What follows belongs to an exercise in optimizing a design on an open flow for small area; a production flow would make more cautious choices. The RTL was checked by simulation tests, not by an equivalence proof against the original design. Power is estimated from default activity; no workload was simulated.

===== flow/config.mk =====
export PLATFORM = sky130hd
export DESIGN_NAME = top_ps2
export DESIGN_NICKNAME = top_ps2
export VERILOG_FILES = /design/flow/design.v
export SDC_FILE = /design/flow/constraint.sdc
export NUM_CORES = 4
export LEC_CHECK = 0
export ABC_AREA = 1
export CAP_MARGIN = 20
export CORE_MARGIN = 2
export CORE_UTILIZATION = 40
export PLACE_DENSITY = 0.6
export SLEW_MARGIN = 20

===== flow/constraint.sdc =====
create_clock -name core_clock -period 20.0 [get_ports {clk}]
set_input_delay 4.0000 -clock core_clock [delete_from_list [all_inputs] [get_ports {clk}]]
set_output_delay 4.0000 -clock core_clock [all_outputs]
set_load 0.01 [all_outputs]

===== flow/design.v =====
module top_ps2(input wire clk, input wire rst, input wire ps2_clk, input wire ps2_data,
           output wire ascii_new, output wire [6:0] ascii_code);
    reg break_code, control_l_n, control_r_n, e0_code, kb_dc_cnt_0, kb_dc_cnt_1, kb_dc_cnt_2, kb_dc_cnt_3, kb_dc_cnt_4__n, kb_dc_cnt_5__n, kb_dc_cnt_6, kb_dc_cnt_7__n, kb_dc_cnt_8, kb_dc_flipflops_0, kb_dc_flipflops_1, kb_dc_result, kb_dc_sync_ff_n, kb_dd_cnt_0, kb_dd_cnt_1, kb_dd_cnt_2__n, kb_dd_cnt_3, kb_dd_cnt_4__n, kb_dd_cnt_5__n, kb_dd_cnt_6, kb_dd_cnt_7__n, kb_dd_cnt_8, kb_dd_flipflops_0, kb_dd_flipflops_1, kb_dd_result_n, kb_dd_sync_ff_n, kb_idle_0, kb_idle_1, kb_idle_10, kb_idle_11, kb_idle_2, kb_idle_3, kb_idle_4, kb_idle_5__n, kb_idle_6, kb_idle_7__n, kb_idle_8, kb_idle_9, kb_parity, kb_ps2_word_0__n, kb_ps2_word_1, kb_ps2_word_10, kb_ps2_word_2__n, kb_ps2_word_3__n, kb_ps2_word_4__n, kb_ps2_word_5, kb_ps2_word_6__n, kb_ps2_word_7__n, kb_ps2_word_8__n, kb_ps2_word_9__n, shift_l_n, shift_r_n, timer_0, timer_1__n, timer_2, timer_3__n;
    wire n101, n106, n111, n116, n121, n126, n131, n136, n141, n146, n151, n156, n161, n166, n171, n176, n181, n186, n191, n196, n201, n206, n211, n216, n221, n226, n231, n236, n241, n246, n251, n256, n26, n261, n266, n271, n276, n281, n286, n291, n296, n301, n306, n31, n311, n316, n321, n36, n41, n46, n51, n56, n61, n66, n71, n76, n81, n86, n91, n96, new_n193, new_n194, new_n196_1, new_n197, new_n198, new_n199, new_n200, new_n201_1, new_n202, new_n203, new_n204, new_n205, new_n206_1, new_n207, new_n208, new_n209, new_n210, new_n211_1, new_n212, new_n213, new_n214, new_n215, new_n216_1, new_n217, new_n218, new_n219, new_n220, new_n221_1, new_n222, new_n223, new_n224, new_n225, new_n226_1, new_n227, new_n228, new_n229, new_n230, new_n231_1, new_n232, new_n233, new_n234, new_n235, new_n236_1, new_n237, new_n238, new_n239, new_n240, new_n241_1, new_n242, new_n243, new_n244, new_n245, new_n246_1, new_n247, new_n248, new_n249, new_n250, new_n251_1, new_n252, new_n253, new_n254, new_n255, new_n256_1, new_n257, new_n258, new_n259, new_n260, new_n261_1, new_n262, new_n263, new_n264, new_n265, new_n266_1, new_n267, new_n268, new_n270, new_n271_1, new_n272, new_n273, new_n274, new_n275, new_n276_1, new_n277, new_n278, new_n279, new_n280, new_n281_1, new_n282, new_n283, new_n284, new_n285, new_n286_1, new_n287, new_n288, new_n289, new_n290, new_n291_1, new_n292, new_n293, new_n294, new_n295, new_n296_1, new_n297, new_n298, new_n299, new_n300, new_n301_1, new_n302, new_n303, new_n304, new_n305, new_n306_1, new_n307, new_n308, new_n309, new_n310, new_n311_1, new_n312, new_n313, new_n314, new_n315, new_n317, new_n318, new_n319, new_n320, new_n321_1, new_n322, new_n323, new_n324, new_n325, new_n326, new_n327, new_n328, new_n329, new_n330, new_n331, new_n332, new_n333, new_n334, new_n335, new_n336, new_n337, new_n338, new_n339, new_n340, new_n341, new_n342, new_n343, new_n344, new_n345, new_n346, new_n347, new_n349, new_n350, new_n351, new_n352, new_n353, new_n354, new_n355, new_n356, new_n357, new_n358, new_n359, new_n360, new_n361, new_n362, new_n363, new_n364, new_n365, new_n366, new_n367, new_n369, new_n370, new_n371, new_n372, new_n373, new_n374, new_n375, new_n376, new_n377, new_n378, new_n379, new_n380, new_n381, new_n382, new_n383, new_n384, new_n385, new_n386, new_n387, new_n388, new_n389, new_n390, new_n391, new_n392, new_n393, new_n394, new_n396, new_n397, new_n398, new_n399, new_n400, new_n401, new_n402, new_n403, new_n404, new_n405, new_n406, new_n407, new_n408, new_n409, new_n410, new_n411, new_n412, new_n413, new_n415, new_n416, new_n417, new_n419, new_n420, new_n421, new_n422, new_n423, new_n424, new_n425, new_n426, new_n427, new_n428, new_n429, new_n430, new_n431, new_n432, new_n433, new_n434, new_n435, new_n436, new_n437, new_n438, new_n439, new_n440, new_n441, new_n442, new_n443, new_n444, new_n445, new_n446, new_n447, new_n448, new_n449, new_n450, new_n451, new_n452, new_n453, new_n454, new_n455, new_n456, new_n457, new_n458, new_n459, new_n460, new_n461, new_n462, new_n463, new_n464, new_n465, new_n466, new_n467, new_n468, new_n469, new_n470, new_n471, new_n473, new_n474, new_n475, new_n476, new_n479, new_n480, new_n481, new_n482, new_n484, new_n485, new_n486, new_n487, new_n488, new_n489, new_n491, new_n492, new_n494, new_n495, new_n496, new_n497, new_n498, new_n499, new_n500, new_n502, new_n503, new_n504, new_n505, new_n507, new_n508, new_n509, new_n510, new_n511, new_n513, new_n514, new_n515, new_n516, new_n518, new_n519, new_n520, new_n522, new_n523, new_n524, new_n525, new_n526, new_n527, new_n528, new_n533, new_n534, new_n543, new_n544, new_n545, new_n547, new_n548, new_n549, new_n550, new_n551, new_n552, new_n553, new_n558, new_n559, new_n568, new_n569, new_n570, new_n571, new_n572, new_n574, new_n575, new_n577, new_n578, new_n580, new_n581, new_n583, new_n584, new_n586, new_n587, new_n589, new_n590, new_n592, new_n593, new_n595, new_n596, new_n598, new_n599, new_n601, new_n602, new_n604, new_n605, new_n606, new_n607, new_n620, new_n621, new_n622, new_n623, new_n624, new_n625, new_n626;
    assign new_n193 = ~timer_1__n & timer_2;
    assign new_n194 = ~timer_2 & ~timer_3__n;
    assign ascii_new = ~(~new_n193 & ~new_n194);
    assign new_n196_1 = kb_dc_result & kb_ps2_word_6__n;
    assign new_n197 = ~kb_dc_result & ~kb_ps2_word_5;
    assign new_n198 = ~new_n196_1 & ~new_n197;
    assign new_n199 = kb_dc_result & kb_ps2_word_4__n;
    assign new_n200 = ~kb_dc_result & kb_ps2_word_3__n;
    assign new_n201_1 = ~new_n199 & ~new_n200;
    assign new_n202 = kb_dc_result & kb_ps2_word_2__n;
    assign new_n203 = ~kb_dc_result & ~kb_ps2_word_1;
    assign new_n204 = ~new_n202 & ~new_n203;
    assign new_n205 = kb_dc_result & kb_ps2_word_3__n;
    assign new_n206_1 = ~kb_dc_result & kb_ps2_word_2__n;
    assign new_n207 = ~new_n205 & ~new_n206_1;
    assign new_n208 = ~new_n204 & ~new_n207;
    assign new_n209 = ~new_n201_1 & new_n208;
    assign new_n210 = new_n198 & new_n209;
    assign new_n211_1 = kb_dc_result & ~kb_ps2_word_5;
    assign new_n212 = ~kb_dc_result & kb_ps2_word_4__n;
    assign new_n213 = ~new_n211_1 & ~new_n212;
    assign new_n214 = ~new_n210 & ~new_n213;
    assign new_n215 = ~new_n201_1 & ~new_n213;
    assign new_n216_1 = ~new_n198 & ~new_n215;
    assign new_n217 = kb_dc_result & ~kb_ps2_word_1;
    assign new_n218 = ~kb_dc_result & kb_ps2_word_0__n;
    assign new_n219 = ~new_n217 & ~new_n218;
    assign new_n220 = ~new_n204 & ~new_n219;
    assign new_n221_1 = ~new_n207 & ~new_n219;
    assign new_n222 = new_n201_1 & new_n221_1;
    assign new_n223 = ~new_n220 & ~new_n222;
    assign new_n224 = ~new_n216_1 & ~new_n223;
    assign new_n225 = ~new_n204 & new_n207;
    assign new_n226_1 = ~new_n201_1 & new_n225;
    assign new_n227 = kb_dc_result & kb_ps2_word_7__n;
    assign new_n228 = ~kb_dc_result & kb_ps2_word_6__n;
    assign new_n229 = ~new_n227 & ~new_n228;
    assign new_n230 = new_n198 & new_n229;
    assign new_n231_1 = new_n213 & ~new_n230;
    assign new_n232 = ~new_n226_1 & new_n231_1;
    assign new_n233 = ~new_n224 & new_n232;
    assign new_n234 = ~new_n214 & ~new_n233;
    assign new_n235 = ~new_n219 & new_n229;
    assign new_n236_1 = new_n201_1 & new_n204;
    assign new_n237 = shift_r_n & shift_l_n;
    assign new_n238 = ~new_n198 & new_n237;
    assign new_n239 = ~new_n236_1 & ~new_n238;
    assign new_n240 = new_n235 & ~new_n239;
    assign new_n241_1 = ~new_n201_1 & new_n219;
    assign new_n242 = new_n229 & new_n241_1;
    assign new_n243 = new_n207 & ~new_n237;
    assign new_n244 = new_n242 & new_n243;
    assign new_n245 = ~new_n240 & ~new_n244;
    assign new_n246_1 = new_n213 & new_n237;
    assign new_n247 = new_n198 & new_n225;
    assign new_n248 = new_n246_1 & new_n247;
    assign new_n249 = ~new_n213 & ~new_n229;
    assign new_n250 = new_n204 & new_n207;
    assign new_n251_1 = new_n198 & new_n250;
    assign new_n252 = new_n249 & new_n251_1;
    assign new_n253 = ~new_n248 & ~new_n252;
    assign new_n254 = new_n245 & new_n253;
    assign new_n255 = new_n213 & new_n219;
    assign new_n256_1 = new_n204 & new_n215;
    assign new_n257 = ~new_n255 & ~new_n256_1;
    assign new_n258 = ~new_n198 & ~new_n207;
    assign new_n259 = ~new_n257 & new_n258;
    assign new_n260 = ~new_n198 & ~new_n229;
    assign new_n261_1 = ~new_n198 & new_n201_1;
    assign new_n262 = ~new_n219 & new_n261_1;
    assign new_n263 = new_n260 & ~new_n262;
    assign new_n264 = new_n201_1 & ~new_n213;
    assign new_n265 = new_n220 & ~new_n264;
    assign new_n266_1 = ~new_n263 & ~new_n265;
    assign new_n267 = ~new_n259 & new_n266_1;
    assign new_n268 = new_n254 & new_n267;
    assign ascii_code[0] = ~(~new_n234 & new_n268);
    assign new_n270 = ~new_n213 & ~new_n262;
    assign new_n271_1 = new_n201_1 & new_n213;
    assign new_n272 = new_n213 & ~new_n229;
    assign new_n273 = ~new_n271_1 & ~new_n272;
    assign new_n274 = ~new_n270 & new_n273;
    assign new_n275 = ~new_n237 & new_n274;
    assign new_n276_1 = new_n198 & new_n213;
    assign new_n277 = ~new_n201_1 & ~new_n276_1;
    assign new_n278 = control_r_n & control_l_n;
    assign new_n279 = new_n237 & new_n278;
    assign new_n280 = ~new_n249 & ~new_n279;
    assign new_n281_1 = ~new_n277 & new_n280;
    assign new_n282 = new_n250 & ~new_n281_1;
    assign new_n283 = new_n260 & new_n271_1;
    assign new_n284 = new_n282 & new_n283;
    assign new_n285 = new_n235 & ~new_n278;
    assign new_n286_1 = ~new_n284 & ~new_n285;
    assign new_n287 = ~new_n275 & new_n286_1;
    assign new_n288 = new_n204 & new_n213;
    assign new_n289 = ~new_n250 & ~new_n288;
    assign new_n290 = new_n236_1 & new_n289;
    assign new_n291_1 = new_n201_1 & new_n219;
    assign new_n292 = new_n207 & new_n291_1;
    assign new_n293 = ~new_n290 & ~new_n292;
    assign new_n294 = ~new_n209 & new_n293;
    assign new_n295 = new_n198 & ~new_n294;
    assign new_n296_1 = new_n219 & ~new_n229;
    assign new_n297 = new_n271_1 & new_n296_1;
    assign new_n298 = ~new_n207 & new_n260;
    assign new_n299 = new_n201_1 & new_n229;
    assign new_n300 = new_n208 & new_n299;
    assign new_n301_1 = ~new_n298 & ~new_n300;
    assign new_n302 = ~new_n297 & new_n301_1;
    assign new_n303 = ~new_n201_1 & new_n250;
    assign new_n304 = new_n249 & new_n303;
    assign new_n305 = new_n213 & ~new_n237;
    assign new_n306_1 = new_n251_1 & new_n305;
    assign new_n307 = ~new_n304 & ~new_n306_1;
    assign new_n308 = ~new_n201_1 & ~new_n219;
    assign new_n309 = new_n213 & ~new_n260;
    assign new_n310 = new_n308 & new_n309;
    assign new_n311_1 = new_n235 & new_n289;
    assign new_n312 = ~new_n310 & ~new_n311_1;
    assign new_n313 = new_n307 & new_n312;
    assign new_n314 = new_n302 & new_n313;
    assign new_n315 = ~new_n295 & new_n314;
    assign ascii_code[1] = ~(new_n287 & new_n315);
    assign new_n317 = ~new_n204 & new_n235;
    assign new_n318 = ~new_n208 & ~new_n251_1;
    assign new_n319 = ~new_n317 & new_n318;
    assign new_n320 = new_n201_1 & ~new_n319;
    assign new_n321_1 = ~new_n215 & ~new_n271_1;
    assign new_n322 = new_n207 & new_n219;
    assign new_n323 = ~new_n261_1 & new_n322;
    assign new_n324 = ~new_n321_1 & new_n323;
    assign new_n325 = ~new_n320 & ~new_n324;
    assign new_n326 = ~new_n201_1 & new_n204;
    assign new_n327 = new_n260 & new_n326;
    assign new_n328 = new_n325 & ~new_n327;
    assign new_n329 = new_n272 & new_n328;
    assign new_n330 = new_n303 & new_n329;
    assign new_n331 = new_n215 & new_n247;
    assign new_n332 = ~new_n198 & new_n208;
    assign new_n333 = ~new_n331 & ~new_n332;
    assign new_n334 = ~new_n224 & new_n333;
    assign new_n335 = new_n201_1 & ~new_n238;
    assign new_n336 = ~new_n296_1 & ~new_n335;
    assign new_n337 = new_n204 & ~new_n213;
    assign new_n338 = ~new_n336 & new_n337;
    assign new_n339 = ~new_n208 & ~new_n292;
    assign new_n340 = new_n213 & ~new_n339;
    assign new_n341 = new_n207 & ~new_n219;
    assign new_n342 = new_n246_1 & ~new_n341;
    assign new_n343 = ~new_n236_1 & ~new_n342;
    assign new_n344 = new_n229 & ~new_n343;
    assign new_n345 = ~new_n340 & ~new_n344;
    assign new_n346 = ~new_n338 & new_n345;
    assign new_n347 = new_n334 & new_n346;
    assign ascii_code[2] = ~(~new_n330 & new_n347);
    assign new_n349 = new_n204 & new_n237;
    assign new_n350 = ~new_n198 & new_n249;
    assign new_n351 = ~new_n349 & new_n350;
    assign new_n352 = ~new_n215 & ~new_n261_1;
    assign new_n353 = new_n221_1 & ~new_n352;
    assign new_n354 = new_n229 & ~new_n237;
    assign new_n355 = ~new_n276_1 & ~new_n354;
    assign new_n356 = ~new_n236_1 & ~new_n241_1;
    assign new_n357 = ~new_n355 & ~new_n356;
    assign new_n358 = ~new_n353 & ~new_n357;
    assign new_n359 = ~new_n351 & new_n358;
    assign new_n360 = ~new_n213 & new_n225;
    assign new_n361 = new_n219 & new_n360;
    assign new_n362 = new_n221_1 & new_n288;
    assign new_n363 = new_n229 & ~new_n362;
    assign new_n364 = ~new_n361 & new_n363;
    assign new_n365 = ~new_n278 & new_n303;
    assign new_n366 = ~new_n306_1 & ~new_n365;
    assign new_n367 = ~new_n364 & new_n366;
    assign ascii_code[3] = ~(new_n359 & new_n367);
    assign new_n369 = ~new_n220 & ~new_n360;
    assign new_n370 = new_n198 & ~new_n369;
    assign new_n371 = ~new_n198 & new_n255;
    assign new_n372 = new_n225 & new_n229;
    assign new_n373 = ~new_n371 & ~new_n372;
    assign new_n374 = ~new_n370 & new_n373;
    assign new_n375 = new_n287 & new_n374;
    assign new_n376 = new_n201_1 & ~new_n375;
    assign new_n377 = new_n213 & new_n235;
    assign new_n378 = new_n230 & new_n308;
    assign new_n379 = new_n237 & ~new_n261_1;
    assign new_n380 = ~new_n220 & new_n379;
    assign new_n381 = ~new_n378 & new_n380;
    assign new_n382 = ~new_n377 & ~new_n381;
    assign new_n383 = new_n207 & ~new_n382;
    assign new_n384 = new_n272 & new_n322;
    assign new_n385 = ~new_n306_1 & ~new_n384;
    assign new_n386 = ~new_n201_1 & ~new_n385;
    assign new_n387 = ~new_n204 & ~new_n237;
    assign new_n388 = ~new_n198 & ~new_n387;
    assign new_n389 = ~new_n207 & ~new_n296_1;
    assign new_n390 = ~new_n272 & new_n389;
    assign new_n391 = ~new_n388 & new_n390;
    assign new_n392 = ~new_n298 & ~new_n391;
    assign new_n393 = ~new_n386 & new_n392;
    assign new_n394 = ~new_n383 & new_n393;
    assign ascii_code[4] = ~(~new_n376 & new_n394);
    assign new_n396 = new_n285 & ~new_n293;
    assign new_n397 = ~new_n242 & ~new_n249;
    assign new_n398 = ~new_n198 & ~new_n204;
    assign new_n399 = ~new_n397 & new_n398;
    assign new_n400 = new_n201_1 & ~new_n243;
    assign new_n401 = ~new_n288 & ~new_n400;
    assign new_n402 = new_n235 & ~new_n401;
    assign new_n403 = new_n278 & ~new_n402;
    assign new_n404 = ~new_n399 & new_n403;
    assign new_n405 = ~new_n396 & ~new_n404;
    assign new_n406 = new_n213 & new_n354;
    assign new_n407 = ~new_n405 & new_n406;
    assign new_n408 = ~new_n230 & new_n282;
    assign new_n409 = ~new_n207 & new_n274;
    assign new_n410 = ~new_n204 & new_n242;
    assign new_n411 = ~new_n409 & ~new_n410;
    assign new_n412 = ~new_n408 & new_n411;
    assign new_n413 = new_n325 & new_n412;
    assign ascii_code[5] = ~(~new_n407 & new_n413);
    assign new_n415 = ~new_n215 & ~new_n246_1;
    assign new_n416 = new_n250 & ~new_n415;
    assign new_n417 = new_n328 & ~new_n416;
    assign ascii_code[6] = ~new_n405 & new_n417;
    assign new_n419 = ~kb_ps2_word_5 & new_n295;
    assign new_n420 = ~kb_ps2_word_4__n & new_n229;
    assign new_n421 = ~kb_ps2_word_3__n & ~new_n420;
    assign new_n422 = ~new_n377 & ~new_n421;
    assign new_n423 = new_n319 & new_n422;
    assign new_n424 = new_n220 & ~new_n422;
    assign new_n425 = ~new_n278 & ~new_n424;
    assign new_n426 = ~new_n423 & new_n425;
    assign new_n427 = ~new_n419 & new_n426;
    assign new_n428 = ~new_n329 & new_n427;
    assign new_n429 = ~new_n291_1 & new_n364;
    assign new_n430 = new_n233 & new_n429;
    assign new_n431 = e0_code & new_n213;
    assign new_n432 = new_n208 & new_n431;
    assign new_n433 = new_n230 & ~new_n303;
    assign new_n434 = ~new_n432 & new_n433;
    assign new_n435 = new_n219 & ~new_n271_1;
    assign new_n436 = new_n208 & ~new_n435;
    assign new_n437 = new_n219 & new_n250;
    assign new_n438 = ~break_code & ~new_n437;
    assign new_n439 = ~new_n436 & new_n438;
    assign new_n440 = ~new_n434 & new_n439;
    assign new_n441 = new_n207 & ~new_n215;
    assign new_n442 = ~new_n220 & new_n441;
    assign new_n443 = new_n260 & ~new_n271_1;
    assign new_n444 = ~new_n442 & new_n443;
    assign new_n445 = ~kb_idle_8 & ~kb_idle_9;
    assign new_n446 = ~kb_idle_10 & new_n445;
    assign new_n447 = ~kb_idle_4 & kb_idle_5__n;
    assign new_n448 = ~kb_idle_6 & kb_idle_7__n;
    assign new_n449 = new_n447 & new_n448;
    assign new_n450 = ~kb_idle_0 & ~kb_idle_1;
    assign new_n451 = ~kb_idle_2 & ~kb_idle_3;
    assign new_n452 = new_n450 & new_n451;
    assign new_n453 = new_n449 & new_n452;
    assign new_n454 = new_n446 & new_n453;
    assign new_n455 = kb_dc_result & kb_ps2_word_0__n;
    assign new_n456 = kb_ps2_word_10 & kb_idle_11;
    assign new_n457 = kb_parity & new_n456;
    assign new_n458 = new_n455 & new_n457;
    assign new_n459 = new_n454 & new_n458;
    assign new_n460 = kb_ps2_word_8__n & new_n459;
    assign new_n461 = ~new_n444 & new_n460;
    assign new_n462 = new_n440 & new_n461;
    assign new_n463 = ~new_n430 & new_n462;
    assign new_n464 = ~new_n428 & new_n463;
    assign new_n465 = ~rst & ~new_n464;
    assign new_n466 = timer_1__n & ~timer_2;
    assign new_n467 = ~timer_3__n & ~new_n466;
    assign new_n468 = new_n465 & ~new_n467;
    assign new_n469 = ~timer_1__n & timer_0;
    assign new_n470 = timer_1__n & ~timer_0;
    assign new_n471 = ~new_n469 & ~new_n470;
    assign n26 = ~(new_n468 & new_n471);
    assign new_n473 = timer_2 & new_n469;
    assign new_n474 = timer_3__n & ~new_n473;
    assign new_n475 = ~timer_2 & ~new_n469;
    assign new_n476 = new_n474 & ~new_n475;
    assign n31 = new_n465 & new_n476;
    assign n36 = ~(new_n468 & ~new_n474);
    assign new_n479 = timer_3__n & new_n466;
    assign new_n480 = ~timer_0 & ~new_n467;
    assign new_n481 = ~new_n479 & new_n480;
    assign new_n482 = ~new_n464 & ~new_n481;
    assign n41 = ~rst & ~new_n482;
    assign new_n484 = ~kb_ps2_word_8__n & new_n235;
    assign new_n485 = new_n210 & new_n484;
    assign new_n486 = new_n459 & ~new_n485;
    assign new_n487 = ~rst & ~new_n486;
    assign new_n488 = new_n213 & new_n459;
    assign new_n489 = ~break_code & ~new_n488;
    assign n46 = new_n487 & ~new_n489;
    assign new_n491 = ~new_n213 & new_n459;
    assign new_n492 = ~e0_code & ~new_n491;
    assign n51 = new_n487 & ~new_n492;
    assign new_n494 = new_n444 & new_n460;
    assign new_n495 = new_n234 & new_n494;
    assign new_n496 = e0_code & new_n495;
    assign new_n497 = ~rst & ~break_code;
    assign new_n498 = new_n496 & new_n497;
    assign new_n499 = ~rst & ~control_r_n;
    assign new_n500 = ~new_n496 & new_n499;
    assign n56 = ~new_n498 & ~new_n500;
    assign new_n502 = ~e0_code & new_n495;
    assign new_n503 = new_n497 & new_n502;
    assign new_n504 = ~rst & ~control_l_n;
    assign new_n505 = ~new_n502 & new_n504;
    assign n61 = ~new_n503 & ~new_n505;
    assign new_n507 = new_n300 & new_n371;
    assign new_n508 = new_n460 & new_n507;
    assign new_n509 = new_n497 & new_n508;
    assign new_n510 = ~rst & ~shift_r_n;
    assign new_n511 = ~new_n508 & new_n510;
    assign n66 = ~new_n509 & ~new_n511;
    assign new_n513 = new_n362 & new_n494;
    assign new_n514 = new_n497 & new_n513;
    assign new_n515 = ~rst & ~shift_l_n;
    assign new_n516 = ~new_n513 & new_n515;
    assign n71 = ~new_n514 & ~new_n516;
    assign new_n518 = ~kb_dd_flipflops_0 & ~kb_dd_flipflops_1;
    assign new_n519 = kb_dd_flipflops_0 & kb_dd_flipflops_1;
    assign new_n520 = ~new_n518 & ~new_n519;
    assign n111 = ~kb_dd_cnt_2__n & ~new_n520;
    assign new_n522 = ~kb_dd_cnt_1 & ~kb_dd_cnt_8;
    assign new_n523 = ~kb_dd_cnt_3 & kb_dd_cnt_5__n;
    assign new_n524 = new_n522 & new_n523;
    assign new_n525 = n111 & new_n524;
    assign new_n526 = ~kb_dd_flipflops_1 & new_n525;
    assign new_n527 = kb_dd_result_n & ~new_n525;
    assign new_n528 = ~rst & ~new_n527;
    assign n76 = ~(~new_n526 & new_n528);
    assign n81 = ~(~rst & ps2_data);
    assign n86 = ~rst & ~kb_dd_sync_ff_n;
    assign n91 = ~rst & kb_dd_flipflops_0;
    assign new_n533 = kb_dd_cnt_1 & kb_dd_cnt_8;
    assign new_n534 = ~new_n522 & ~new_n533;
    assign n96 = ~new_n520 & new_n534;
    assign n101 = ~(~kb_dd_cnt_0 & ~new_n520);
    assign n106 = ~kb_dd_cnt_1 & ~new_n520;
    assign n116 = ~kb_dd_cnt_3 & ~new_n520;
    assign n121 = kb_dd_cnt_4__n & ~new_n520;
    assign n126 = ~kb_dd_cnt_5__n & ~new_n520;
    assign n131 = ~kb_dd_cnt_6 & ~new_n520;
    assign n136 = ~kb_dd_cnt_7__n & ~new_n520;
    assign new_n543 = ~kb_dc_flipflops_0 & ~kb_dc_flipflops_1;
    assign new_n544 = kb_dc_flipflops_0 & kb_dc_flipflops_1;
    assign new_n545 = ~new_n543 & ~new_n544;
    assign n176 = kb_dc_cnt_2 & ~new_n545;
    assign new_n547 = ~kb_dc_cnt_1 & ~kb_dc_cnt_8;
    assign new_n548 = ~kb_dc_cnt_3 & kb_dc_cnt_5__n;
    assign new_n549 = new_n547 & new_n548;
    assign new_n550 = n176 & new_n549;
    assign new_n551 = kb_dc_result & ~new_n550;
    assign new_n552 = kb_dc_flipflops_1 & new_n550;
    assign new_n553 = ~new_n551 & ~new_n552;
    assign n141 = ~rst & ~new_n553;
    assign n146 = ~(~rst & ps2_clk);
    assign n151 = ~rst & ~kb_dc_sync_ff_n;
    assign n156 = ~rst & kb_dc_flipflops_0;
    assign new_n558 = kb_dc_cnt_1 & kb_dc_cnt_8;
    assign new_n559 = ~new_n547 & ~new_n558;
    assign n161 = ~new_n545 & new_n559;
    assign n166 = ~(~kb_dc_cnt_0 & ~new_n545);
    assign n171 = ~(~kb_dc_cnt_1 & ~new_n545);
    assign n181 = ~kb_dc_cnt_3 & ~new_n545;
    assign n186 = kb_dc_cnt_4__n & ~new_n545;
    assign n191 = ~kb_dc_cnt_5__n & ~new_n545;
    assign n196 = ~kb_dc_cnt_6 & ~new_n545;
    assign n201 = ~kb_dc_cnt_7__n & ~new_n545;
    assign new_n568 = kb_dc_result & new_n553;
    assign new_n569 = ~rst & new_n568;
    assign new_n570 = kb_ps2_word_1 & new_n569;
    assign new_n571 = ~rst & ~new_n568;
    assign new_n572 = ~kb_ps2_word_0__n & new_n571;
    assign n206 = ~new_n570 & ~new_n572;
    assign new_n574 = ~kb_ps2_word_2__n & new_n569;
    assign new_n575 = kb_ps2_word_1 & new_n571;
    assign n211 = ~(~new_n574 & ~new_n575);
    assign new_n577 = ~kb_ps2_word_3__n & new_n569;
    assign new_n578 = ~kb_ps2_word_2__n & new_n571;
    assign n216 = ~new_n577 & ~new_n578;
    assign new_n580 = ~kb_ps2_word_4__n & new_n569;
    assign new_n581 = ~kb_ps2_word_3__n & new_n571;
    assign n221 = ~new_n580 & ~new_n581;
    assign new_n583 = kb_ps2_word_5 & new_n569;
    assign new_n584 = ~kb_ps2_word_4__n & new_n571;
    assign n226 = ~new_n583 & ~new_n584;
    assign new_n586 = ~kb_ps2_word_6__n & new_n569;
    assign new_n587 = kb_ps2_word_5 & new_n571;
    assign n231 = ~(~new_n586 & ~new_n587);
    assign new_n589 = ~kb_ps2_word_7__n & new_n569;
    assign new_n590 = ~kb_ps2_word_6__n & new_n571;
    assign n236 = ~new_n589 & ~new_n590;
    assign new_n592 = ~kb_ps2_word_8__n & new_n569;
    assign new_n593 = ~kb_ps2_word_7__n & new_n571;
    assign n241 = ~new_n592 & ~new_n593;
    assign new_n595 = ~kb_ps2_word_9__n & new_n569;
    assign new_n596 = ~kb_ps2_word_8__n & new_n571;
    assign n246 = ~new_n595 & ~new_n596;
    assign new_n598 = kb_ps2_word_10 & new_n569;
    assign new_n599 = ~kb_ps2_word_9__n & new_n571;
    assign n251 = ~new_n598 & ~new_n599;
    assign new_n601 = ~n76 & new_n568;
    assign new_n602 = kb_ps2_word_10 & new_n571;
    assign n256 = ~(~new_n601 & ~new_n602);
    assign new_n604 = ~kb_idle_0 & ~kb_idle_11;
    assign new_n605 = kb_idle_0 & kb_idle_11;
    assign new_n606 = ~new_n604 & ~new_n605;
    assign new_n607 = ~new_n454 & new_n606;
    assign n261 = ~(kb_dc_result & ~new_n607);
    assign n266 = ~(kb_dc_result & ~kb_idle_0);
    assign n271 = kb_dc_result & kb_idle_1;
    assign n276 = kb_dc_result & kb_idle_2;
    assign n281 = ~(kb_dc_result & ~kb_idle_3);
    assign n286 = ~(kb_dc_result & kb_idle_4);
    assign n291 = ~(kb_dc_result & kb_idle_5__n);
    assign n296 = kb_dc_result & ~kb_idle_6;
    assign n301 = kb_dc_result & ~kb_idle_7__n;
    assign n306 = kb_dc_result & kb_idle_8;
    assign n311 = kb_dc_result & kb_idle_9;
    assign n316 = ~(kb_dc_result & ~kb_idle_10);
    assign new_n620 = kb_ps2_word_1 & ~kb_ps2_word_10;
    assign new_n621 = ~kb_ps2_word_1 & kb_ps2_word_10;
    assign new_n622 = ~new_n620 & ~new_n621;
    assign new_n623 = new_n568 & ~new_n622;
    assign new_n624 = ~kb_parity & ~new_n623;
    assign new_n625 = kb_parity & new_n623;
    assign new_n626 = ~rst & ~new_n625;
    assign n321 = ~new_n624 & new_n626;
    always @(posedge clk) begin
        timer_1__n <= n26;
        timer_2 <= n31;
        timer_3__n <= n36;
        timer_0 <= n41;
        break_code <= n46;
        e0_code <= n51;
        control_r_n <= n56;
        control_l_n <= n61;
        shift_r_n <= n66;
        shift_l_n <= n71;
        kb_dd_result_n <= n76;
        kb_dd_sync_ff_n <= n81;
        kb_dd_flipflops_0 <= n86;
        kb_dd_flipflops_1 <= n91;
        kb_dd_cnt_0 <= n96;
        kb_dd_cnt_1 <= n101;
        kb_dd_cnt_2__n <= n106;
        kb_dd_cnt_3 <= n111;
        kb_dd_cnt_4__n <= n116;
        kb_dd_cnt_5__n <= n121;
        kb_dd_cnt_6 <= n126;
        kb_dd_cnt_7__n <= n131;
        kb_dd_cnt_8 <= n136;
        kb_dc_result <= n141;
        kb_dc_sync_ff_n <= n146;
        kb_dc_flipflops_0 <= n151;
        kb_dc_flipflops_1 <= n156;
        kb_dc_cnt_0 <= n161;
        kb_dc_cnt_1 <= n166;
        kb_dc_cnt_2 <= n171;
        kb_dc_cnt_3 <= n176;
        kb_dc_cnt_4__n <= n181;
        kb_dc_cnt_5__n <= n186;
        kb_dc_cnt_6 <= n191;
        kb_dc_cnt_7__n <= n196;
        kb_dc_cnt_8 <= n201;
        kb_ps2_word_0__n <= n206;
        kb_ps2_word_1 <= n211;
        kb_ps2_word_2__n <= n216;
        kb_ps2_word_3__n <= n221;
        kb_ps2_word_4__n <= n226;
        kb_ps2_word_5 <= n231;
        kb_ps2_word_6__n <= n236;
        kb_ps2_word_7__n <= n241;
        kb_ps2_word_8__n <= n246;
        kb_ps2_word_9__n <= n251;
        kb_ps2_word_10 <= n256;
        kb_idle_0 <= n261;
        kb_idle_1 <= n266;
        kb_idle_2 <= n271;
        kb_idle_3 <= n276;
        kb_idle_4 <= n281;
        kb_idle_5__n <= n286;
        kb_idle_6 <= n291;
        kb_idle_7__n <= n296;
        kb_idle_8 <= n301;
        kb_idle_9 <= n306;
        kb_idle_10 <= n311;
        kb_idle_11 <= n316;
        kb_parity <= n321;
    end
endmodule

===== flow/flow/run.sh =====
#!/bin/bash
# Own layout flow: the standard synthesis, then the combinational logic between the
# (unchanged) registers is mapped again with an area-oriented ABC script, then the standard flow's
# standard layout steps from that netlist on. Each tool's output goes to its own log here.
set -euo pipefail
W=$(pwd)
F=$W/flow
R=$W/orfs/results/$FLOW_PLATFORM/top_ps2/base
LIB=$FLOW_HOME/platforms/$FLOW_PLATFORM/lib/sky130_fd_sc_hd__tt_025C_1v80.lib
YOSYS=$FLOW_HOME/../tools/install/yosys/bin/yosys
[ -x "$YOSYS" ] || YOSYS=yosys

bash standard.sh "$R/1_2_yosys.v" > synth_standard.log 2>&1
cp "$R/1_2_yosys.v" netlist_standard.v

# 2. map the logic between the registers again (registers kept as black boxes)
DONT_USE=$(sed -n '/DONT_USE_CELLS += /,/^#/p' "$FLOW_HOME/platforms/$FLOW_PLATFORM/config.mk" \
  | grep -o 'sky130_fd_sc_hd__[a-z0-9_]*' | sed 's/^/-dont_use /' | tr '\n' ' ')
cat > remap.ys <<EOY
read_liberty -ignore_miss_func $LIB
read_verilog netlist_standard.v
hierarchy -top $FLOW_TOP
blackbox sky130_fd_sc_hd__dfxtp_1
flatten
opt -purge
abc -liberty $LIB $DONT_USE -script $F/remap.abc
opt_clean -purge
splitnets
opt_clean -purge
hilomap -singleton -hicell sky130_fd_sc_hd__conb_1 HI -locell sky130_fd_sc_hd__conb_1 LO
insbuf -buf sky130_fd_sc_hd__buf_4 A X
stat -liberty $LIB
write_verilog -noattr -nohex -nodec netlist_remapped.v
EOY
"$YOSYS" -l remap.log -q -s remap.ys
cp netlist_remapped.v "$R/1_2_yosys.v"
touch "$R/1_2_yosys.v"

# 3. the standard layout steps on the remapped netlist
source "$F/layout_env.sh"
bash standard.sh finish > layout.log 2>&1

===== flow/flow/layout_env.sh =====
export CTS_ARGS="-sink_clustering_enable -repair_clock_nets -dont_use_dummy_load -buf_list {sky130_fd_sc_hd__clkbuf_8}"
# Port buffers: the smallest buffer (the ports are lightly loaded).
export BUFFER_PORTS_ARGS="-buffer_cell sky130_fd_sc_hd__buf_1"

===== flow/flow/remap.abc =====
strash
dch -f
amap
topo
stime -c

===== flow/standard.sh =====
#!/bin/bash
# synth_recipe.tcl (not shown) runs the flow's synth.tcl, then flattens the netlist and writes it again
# the make line also repeats each setting of config.mk as NAME=value (left out here)
make -C /OpenROAD-flow-scripts/flow DESIGN_CONFIG=/design/flow/config.mk WORK_HOME=/design/flow/orfs CLKGATE_MAP_FILE= SYNTH_SCRIPT=/design/flow/synth_recipe.tcl "${@:-finish}"

==> impl_metrics.prom, run 1 <==
# TYPE chip_impl_metric gauge
chip_impl_metric{name="tightestPinTransition",unit="ns"} 0.797
chip_impl_metric{name="io_buffers",unit=""} 11
chip_impl_metric{name="die_x",unit="microns"} 85.0
chip_impl_metric{name="post-cts-setup-buffers",unit=""} 0
chip_impl_metric{name="layout-area-overhead-vs-synth",unit="%"} 11.4
chip_impl_info{name="setup_repair_after_global_routing_missed_its_margin",value="false"} 1
chip_impl_metric{name="num_vias",unit=""} 2631
chip_impl_metric{name="mapped_nets",unit=""} 345
chip_impl_metric{name="static-leakage-power",unit="nW"} 0.990
chip_impl_metric{name="antenna-diode-count",unit=""} 0
chip_impl_metric{name="die_height",unit="microns"} 85.0
chip_impl_info{name="critical_path_class",value="register to output port"} 1
chip_impl_metric{name="timing.critical_path.required",unit="ns"} 16.00
chip_impl_metric{name="wl_met3",unit="microns"} 615
chip_impl_metric{name="largest_net_degree_at_the_start_of_global_routing",unit=""} 17
chip_impl_metric{name="fin_skew",unit="ns"} 0.0262
chip_impl_metric{name="initial_core_util",unit="%"} 41.3
chip_impl_info{name="startpoint_type",value="register"} 1
chip_impl_info{name="clock_tree_from_tritoncts",value="built"} 1
chip_impl_metric{name="power_per_cell_area",unit="nW/um^2"} 77.4
chip_impl_metric{name="syn_inst",unit=""} 341
chip_impl_metric{name="grt_first_pass_wirelength",unit="microns"} 11500
chip_impl_metric{name="report.final.setup_viol",unit=""} 0
chip_impl_metric{name="worstRegToRegCells",unit=""} 14
chip_impl_metric{name="cts-buffers-inserted",unit=""} 9
chip_impl_metric{name="cts_num_sinks",unit=""} 60
chip_impl_metric{name="grt_pass1_vias",unit=""} 2387
chip_impl_metric{name="clk-insertion-delay-late",unit="ns"} 0.34
chip_impl_metric{name="grtUsageTotal",unit="%"} 20.3
chip_impl_info{name="worst_min_delay_path_class",value="register to register"} 1
chip_impl_metric{name="drv.max_cap_violation_count",unit=""} 0
chip_impl_metric{name="synth.yosys.warnings",unit=""} 1
chip_impl_metric{name="hpwl",unit="microns"} 5210
chip_impl_metric{name="crit_path_max_fanout",unit=""} 16
chip_impl_metric{name="design.die.area",unit="sq um"} 7220
chip_impl_info{name="cts_root_buffer",value="sky130_fd_sc_hd__clkbuf_8"} 1
chip_impl_metric{name="cts_hold_repair.buffers",unit=""} 0
chip_impl_metric{name="cts-htree-levels",unit=""} 3
chip_impl_metric{name="design.core.area",unit="sq um"} 6350
chip_impl_metric{name="holdPathStages",unit=""} 1
chip_impl_info{name="crit_path_end_kind",value="output port"} 1
chip_impl_metric{name="routed_len_inst",unit="microns"} 16.1
chip_impl_metric{name="clock.fmax",unit="GHz"} 0.123
chip_impl_metric{name="m1WireLength",unit="microns"} 3140
chip_impl_metric{name="route.detailed.drc",unit=""} 0
chip_impl_metric{name="gr-total-overflow",unit=""} 0
chip_impl_metric{name="drt_iter0_drc",unit=""} 211
chip_impl_metric{name="antenna_violations_before_repair",unit=""} 0
chip_impl_metric{name="detail-route-antenna-nets",unit=""} 0
chip_impl_metric{name="peak_supply_drop",unit="mV"} 0.0474
chip_impl_metric{name="floorplan.io_pins",unit=""} 12
chip_impl_metric{name="mappedNetlistArea",unit="sq um"} 2620
chip_impl_metric{name="avgViaCountPerCell",unit=""} 5.94
chip_impl_metric{name="hold_violations",unit=""} 0
chip_impl_metric{name="ctsResizeCount",unit=""} 0
chip_impl_metric{name="mean_area_per_synthesized_cell",unit="sq um"} 7.69
chip_impl_metric{name="total_wirelength_of_the_detailed_routed_design",unit="microns"} 7110
chip_impl_metric{name="route.met2.wl",unit="microns"} 2990
chip_impl_metric{name="critPathArrivalTime",unit="ns"} 4.12
chip_impl_metric{name="detail_route.first_pass.iterations",unit=""} 6
chip_impl_metric{name="timing_max_transition_violations_final",unit=""} 0
chip_impl_metric{name="postLayoutCoreUtil",unit="%"} 46.0
chip_impl_metric{name="timing.final.crit_period",unit="ns"} 8.12
chip_impl_info{name="outcome",value="complete, no violations"} 1
chip_impl_metric{name="cts_max_path_buffers",unit=""} 2
chip_impl_metric{name="final_min_period_over_clock_period",unit="%"} 40.6
chip_impl_metric{name="routabilityCongestion",unit=""} 1.05
chip_impl_info{name="highest_metal_layer_used_by_the_detailed_router",value="met4"} 1
chip_impl_metric{name="finalSetupTns",unit="ns"} 0
chip_impl_metric{name="setup.reg_to_reg.worst_slack",unit="ns"} 15.36
chip_impl_metric{name="row_count",unit=""} 29
chip_impl_metric{name="proportion_of_layout_cells_with_a_drive_suffix_above_1",unit="%"} 3.83
chip_impl_metric{name="final_nets",unit=""} 372
chip_impl_metric{name="path_clk_slew",unit="ns"} 0.06
chip_impl_metric{name="relSlewSlack",unit="%"} 46.9
-- worst paths after layout --
check	startpoint	endpoint
worst max-delay path	kb_dc_result$_DFF_P_	ascii_code[1]
worst min register to register	kb_dd_sync_ff_n$_DFF_P_	kb_dd_flipflops_0$_DFF_P_
worst min-delay path	kb_dd_sync_ff_n$_DFF_P_	kb_dd_flipflops_0$_DFF_P_
worst max register to register	kb_dc_result$_DFF_P_	timer_1__n$_DFF_P_
-- cell usage in the layout (no fill, tap or decap), drive strengths merged --
master,count
a21o,1
nand4,1
nand3,7
o22ai,16
nand4b,1
a221oi,1
o2111ai,2
a21oi,17
nor4,4
clkinv,34
o311ai,2
or3,2
nor2,76
buf,16
nor3,23
o31ai,1
clkbuf,9
nand3b,1
o32ai,2
a211oi,8
dfxtp,60
or4,2
o21ai,11
a2111oi,2
a31oi,3
a311oi,3
or2,7
nand2,30
o22a,9
nor2b,7
o221ai,3
o211ai,3
a22oi,2
-- metrics by stage --
step	total power, mW	hold WS, ns	cell area [sq um]	worst slack, ns	std cells
2_1_floorplan	0.147	0.358	2620	12.96	341
3_3_place_gp	0.151	0.364	2800	12.31	434
3_5_place_dp	0.151	0.371	2800	12.38	434
4_1_cts	0.229	0.380	2920	12.04	443
5_1_grt	0.238	0.390	2920	11.55	443
6_report	0.226	0.377	2920	11.88	443
-- routing by layer --
layer | track usage, % | vias up
met5 | 0 | -
met4 | 11.3 | 0
met3 | 7.10 | 50
met2 | 29.8 | 166
met1 | 25.8 | 1148
li1 | - | 1267
-- area by class of cell --
type	instances	area, sq um
Timing Repair Buffer	16	78.8
Fill cell	645	3430
Multi-Input combinational cell	247	1290
Clock buffer	9	124
Tap cell	77	96.3
Inverter	34	128
Sequential cell	60	1200
-- critical path, stage by stage (launching register included) --
cell and delay [ns]:
sky130_fd_sc_hd__dfxtp_1 0.59, sky130_fd_sc_hd__clkinv_1 0.46, sky130_fd_sc_hd__o22ai_1 0.75, sky130_fd_sc_hd__clkinv_1 0.45, sky130_fd_sc_hd__nor2_1 0.36, sky130_fd_sc_hd__clkinv_1 0.20, sky130_fd_sc_hd__nor2_1 0.24, sky130_fd_sc_hd__clkinv_1 0.12
sky130_fd_sc_hd__nor2_1 0.15, sky130_fd_sc_hd__nor4_1 0.09, sky130_fd_sc_hd__o211ai_1 0.11, sky130_fd_sc_hd__or3_1 0.13, sky130_fd_sc_hd__buf_1 0.16
-- power breakdown --
group	switching, mW	internal (mW)	total (mW)
Combinational	0.00707	0.00552	0.0126
Clock	0.0379	0.0398	0.0777
Sequential	0.00459	0.131	0.136
Total	0.0496	0.177	0.226
==> run 2: changes to the inputs <==
==> flow/flow/layout_env.sh (replaced) <==
export CTS_ARGS="-sink_clustering_enable -repair_clock_nets -dont_use_dummy_load -buf_list {sky130_fd_sc_hd__clkbuf_4 sky130_fd_sc_hd__clkbuf_2}"
# Port buffers: the smallest buffer (the ports are lightly loaded).
export BUFFER_PORTS_ARGS="-buffer_cell sky130_fd_sc_hd__buf_1"
==> run 2 against run 1 <==
  * Register-to-register slack better by 0.06 ns
  * Clock skew up 0.016 ns
  * Die area unchanged
  * First-iteration DRC count up 32%
  * Worst hold slack better by 0.0040 ns
  * Final cell count unchanged
  * Sequential power about the same
  * Clock power down 28%
  * Setup slack worse by 0.014 ns
  * Critical path depth unchanged
  * Clock-buffer cell count unchanged
  * Non-clock buffer count unchanged
  * Critical path type unchanged
  * Largest cell class unchanged
  * Highest routed layer unchanged
==> impl_metrics.prom, run 2 <==
# TYPE chip_impl_metric gauge
chip_impl_metric{name="peak_supply_drop",unit="mV"} 0.0486
chip_impl_metric{name="gr-total-overflow",unit=""} 0
chip_impl_metric{name="largest_net_degree_at_the_start_of_global_routing",unit=""} 17
chip_impl_metric{name="die_height",unit="microns"} 85.0
chip_impl_metric{name="fin_skew",unit="ns"} 0.0418
chip_impl_metric{name="critPathArrivalTime",unit="ns"} 4.13
chip_impl_info{name="worst_min_delay_path_class",value="register to register"} 1
chip_impl_metric{name="drt_iter0_drc",unit=""} 278
chip_impl_info{name="crit_path_end_kind",value="output port"} 1
chip_impl_info{name="layout_commonest_cell",value="sky130_fd_sc_hd__nor2_1"} 1
chip_impl_metric{name="cts_hold_repair.buffers",unit=""} 0
chip_impl_metric{name="design.core.area",unit="sq um"} 6350
chip_impl_info{name="cts_root_buffer",value="sky130_fd_sc_hd__clkbuf_4"} 1
chip_impl_metric{name="cts_max_path_buffers",unit=""} 2
chip_impl_metric{name="antenna_violations_before_repair",unit=""} 0
chip_impl_metric{name="detail_route.first_pass.iterations",unit=""} 5
chip_impl_metric{name="final_min_period_over_clock_period",unit="%"} 40.6
chip_impl_metric{name="proportion_of_layout_cells_with_a_drive_suffix_above_1",unit="%"} 3.83
chip_impl_metric{name="final.fill_count",unit=""} 651
chip_impl_metric{name="clkPwrFrac",unit="%"} 27.3
chip_impl_metric{name="mean_area_per_synthesized_cell",unit="sq um"} 7.69
chip_impl_metric{name="path_clk_slew",unit="ns"} 0.08
chip_impl_metric{name="cts_num_sinks",unit=""} 60
chip_impl_metric{name="timing.final.crit_period",unit="ns"} 8.13
chip_impl_metric{name="hpwl",unit="microns"} 5210
chip_impl_metric{name="ctsResizeCount",unit=""} 0
chip_impl_metric{name="cts-buffers-inserted",unit=""} 9
chip_impl_info{name="critical_path.slowest_cell",value="sky130_fd_sc_hd__o22ai_1"} 1
chip_impl_metric{name="report.final.setup_viol",unit=""} 0
chip_impl_metric{name="clock.fmax",unit="GHz"} 0.123
chip_impl_metric{name="design.die.area",unit="sq um"} 7220
chip_impl_metric{name="synth.yosys.warnings",unit=""} 1
chip_impl_metric{name="syn_inst",unit=""} 341
chip_impl_info{name="critical_path.cell_chain",value="clkinv_1 > o22ai_1 > clkinv_1 > nor2_1 > clkinv_1 > nor2_1 > clkinv_1 > nor2_1 > nor4_1 > o211ai_1 > or3_1 > buf_1"} 1
chip_impl_metric{name="avgViaCountPerCell",unit=""} 5.84
chip_impl_metric{name="total_power",unit="uW"} 204
chip_impl_metric{name="timing_max_transition_violations_final",unit=""} 0
chip_impl_metric{name="io_buffers",unit=""} 11
chip_impl_metric{name="finalSetupTns",unit="ns"} 0
chip_impl_metric{name="detail-route-antenna-nets",unit=""} 0
chip_impl_info{name="r2r_start",value="kb_dc_result$_DFF_P_"} 1
chip_impl_metric{name="tightestPinTransition",unit="ns"} 0.786
chip_impl_metric{name="grt_first_pass_wirelength",unit="microns"} 11600
chip_impl_metric{name="drv.max_cap_violation_count",unit=""} 0
chip_impl_metric{name="register_area",unit="sq um"} 1200
chip_impl_info{name="clock_tree_from_tritoncts",value="built"} 1
chip_impl_info{name="commonest_cells_after_routing_fill_and_taps_aside",value="sky130_fd_sc_hd__nor2_1 (76), sky130_fd_sc_hd__dfxtp_1 (60), sky130_fd_sc_hd__clkinv_1 (34), sky130_fd_sc_hd__nand2_1 (30), sky130_fd_sc_hd__nor3_1 (23)"} 1
chip_impl_metric{name="timing.hold.ws",unit="ns"} 0.381
chip_impl_metric{name="final_nets",unit=""} 372
chip_impl_metric{name="grt_util_met1",unit="%"} 25.8
chip_impl_metric{name="timing.critical_path.required",unit="ns"} 16.00
chip_impl_info{name="crit_top_cell",value="sky130_fd_sc_hd__clkinv_1"} 1
chip_impl_info{name="busiest_layer",value="met2"} 1
chip_impl_metric{name="multi_input_comb_area",unit="sq um"} 1290
chip_impl_metric{name="internal_power",unit="uW"} 157
chip_impl_metric{name="static-leakage-power",unit="nW"} 0.967
chip_impl_metric{name="route.detailed.drc",unit=""} 0
chip_impl_metric{name="antenna-diode-count",unit=""} 0
chip_impl_metric{name="seqPwrFrac",unit="%"} 66.6
chip_impl_metric{name="met2_track_demand_over_resource_in_global_routing",unit="%"} 29.9
chip_impl_metric{name="sw_frac_of_total",unit="%"} 22.8
chip_impl_metric{name="layout-area-overhead-vs-synth",unit="%"} 9.26
chip_impl_info{name="timing.hold.worst.start",value="kb_dd_sync_ff_n$_DFF_P_"} 1
chip_impl_metric{name="power.combinational.fraction",unit="%"} 6.2
chip_impl_metric{name="floorplan.io_pins",unit=""} 12
chip_impl_info{name="cp_top_family",value="buffers and inverters"} 1
chip_impl_metric{name="cts-htree-levels",unit=""} 3
chip_impl_metric{name="clk-insertion-delay-late",unit="ns"} 0.40
chip_impl_metric{name="num_vias",unit=""} 2587
chip_impl_metric{name="row_count",unit=""} 29
chip_impl_info{name="setup_repair_after_global_routing_missed_its_margin",value="false"} 1
chip_impl_metric{name="switching_power",unit="uW"} 46.5
chip_impl_info{name="outcome",value="complete, no violations"} 1
chip_impl_metric{name="routed_len_inst",unit="microns"} 15.8
chip_impl_metric{name="mappedNetlistArea",unit="sq um"} 2620
chip_impl_metric{name="grt_pass1_vias",unit=""} 2413
chip_impl_metric{name="hold_violations",unit=""} 0
chip_impl_metric{name="grtUsageMet3",unit="%"} 6.52
chip_impl_metric{name="cp_slowest_stage_delay",unit="ns"} 0.74
chip_impl_metric{name="mapped_nets",unit=""} 345
chip_impl_metric{name="post-cts-setup-buffers",unit=""} 0
chip_impl_metric{name="routabilityCongestion",unit=""} 1.05
chip_impl_metric{name="total_wirelength_of_the_detailed_routed_design",unit="microns"} 7020
chip_impl_metric{name="die_x",unit="microns"} 85.0
chip_impl_metric{name="cp.buffers_inverters",unit=""} 5
chip_impl_metric{name="relSlewSlack",unit="%"} 47.6
chip_impl_info{name="startpoint_type",value="register"} 1
chip_impl_metric{name="crit_path_max_fanout",unit=""} 16
chip_impl_metric{name="initial_core_util",unit="%"} 41.3
chip_impl_metric{name="power_per_cell_area",unit="nW/um^2"} 71.2
chip_impl_metric{name="grtUsageTotal",unit="%"} 20.3
chip_impl_info{name="critical_path_class",value="register to output port"} 1
chip_impl_info{name="cp_launch_point",value="kb_dc_result$_DFF_P_"} 1
run 2: cell type report:
cell class                 instances  area share, %
clock buffer                       9           2.36
timing repair buffer              16           2.75
multi-input combinational        247           45.1
inverter                          34           4.46
tap                               77           3.36
sequential                        60           41.9
run 2: per-layer routing:
layer,part of all wire (%),routed length (microns)
met2,42,2980
met1,44,3070
met3,8.8,620
met4,5.0,348
met5,0,0
run 2: stage by stage:
step	area [sq um]	instances	worst slack, ns	utilization [%]
global placement	2800	434	12.31	44.0
CTS	2860	443	11.98	45.1
floorplan	2620	341	12.96	-
finish	2860	443	11.87	45.1
global route	2860	443	11.48	45.1
detailed placement	2800	434	12.38	44.0
run 2: power groups by stage:
stage	Clock [mW]	Combinational [mW]	Sequential, mW
after floorplan	0	0.00976	0.137
after global placement	0	0.0124	0.138
after detailed placement	0	0.0127	0.138
after CTS	0.0591	0.0128	0.136
after global routing	0.0646	0.0143	0.137
final	0.0556	0.0126	0.136
run 2: worst paths after layout:
path                               endpoint  slack, ns  depth (start not counted)
hold reg to reg   kb_dd_flipflops_0$_DFF_P_       0.38                          1
setup / recovery              ascii_code[1]      11.87                         12
hold / removal    kb_dd_flipflops_0$_DFF_P_       0.38                          1
setup reg to reg         timer_1__n$_DFF_P_      15.42                         14
run 2: worst register-to-register path, cell delays in order (launching register included):
cell and delay (ns):
sky130_fd_sc_hd__dfxtp_1 0.60, sky130_fd_sc_hd__clkinv_1 0.46, sky130_fd_sc_hd__o22ai_1 0.57, sky130_fd_sc_hd__clkinv_1 0.42
sky130_fd_sc_hd__nor2_1 0.37, sky130_fd_sc_hd__clkinv_1 0.27, sky130_fd_sc_hd__o211ai_1 0.27, sky130_fd_sc_hd__nand2_1 0.07
sky130_fd_sc_hd__o21ai_0 0.11, sky130_fd_sc_hd__a21o_1 0.15, sky130_fd_sc_hd__nor2_1 0.07, sky130_fd_sc_hd__a211oi_1 0.28
sky130_fd_sc_hd__a311oi_1 0.11, sky130_fd_sc_hd__or2_0 0.26, sky130_fd_sc_hd__or4_1 0.48

==> what the ideal ports hide <==
How much do the figures lean on ideal ports? The routed layouts below were timed once more, with nothing changed but the port constraints.
Step 1 assumes that a clkbuf_16 drives the clock port and a buf_2 every other input.
Step 2, shift: input delay + t, output delay - t, t = (earliest + latest rising clock arrival at the registers) / 2. This alone moves slack from input paths to output paths.
Slacks: ideal / step 1 / step 2; pairs: ideal / step 1.
run | shift t [ns] | setup WS [ns] | pins driven straight from the clock port
run 1 | 0.350 | 11.885 / 11.858 / 12.208 | 1
run 2 | 0.404 | 11.870 / 11.845 / 12.249 | 1
After both steps setup and hold are still met in every run listed.
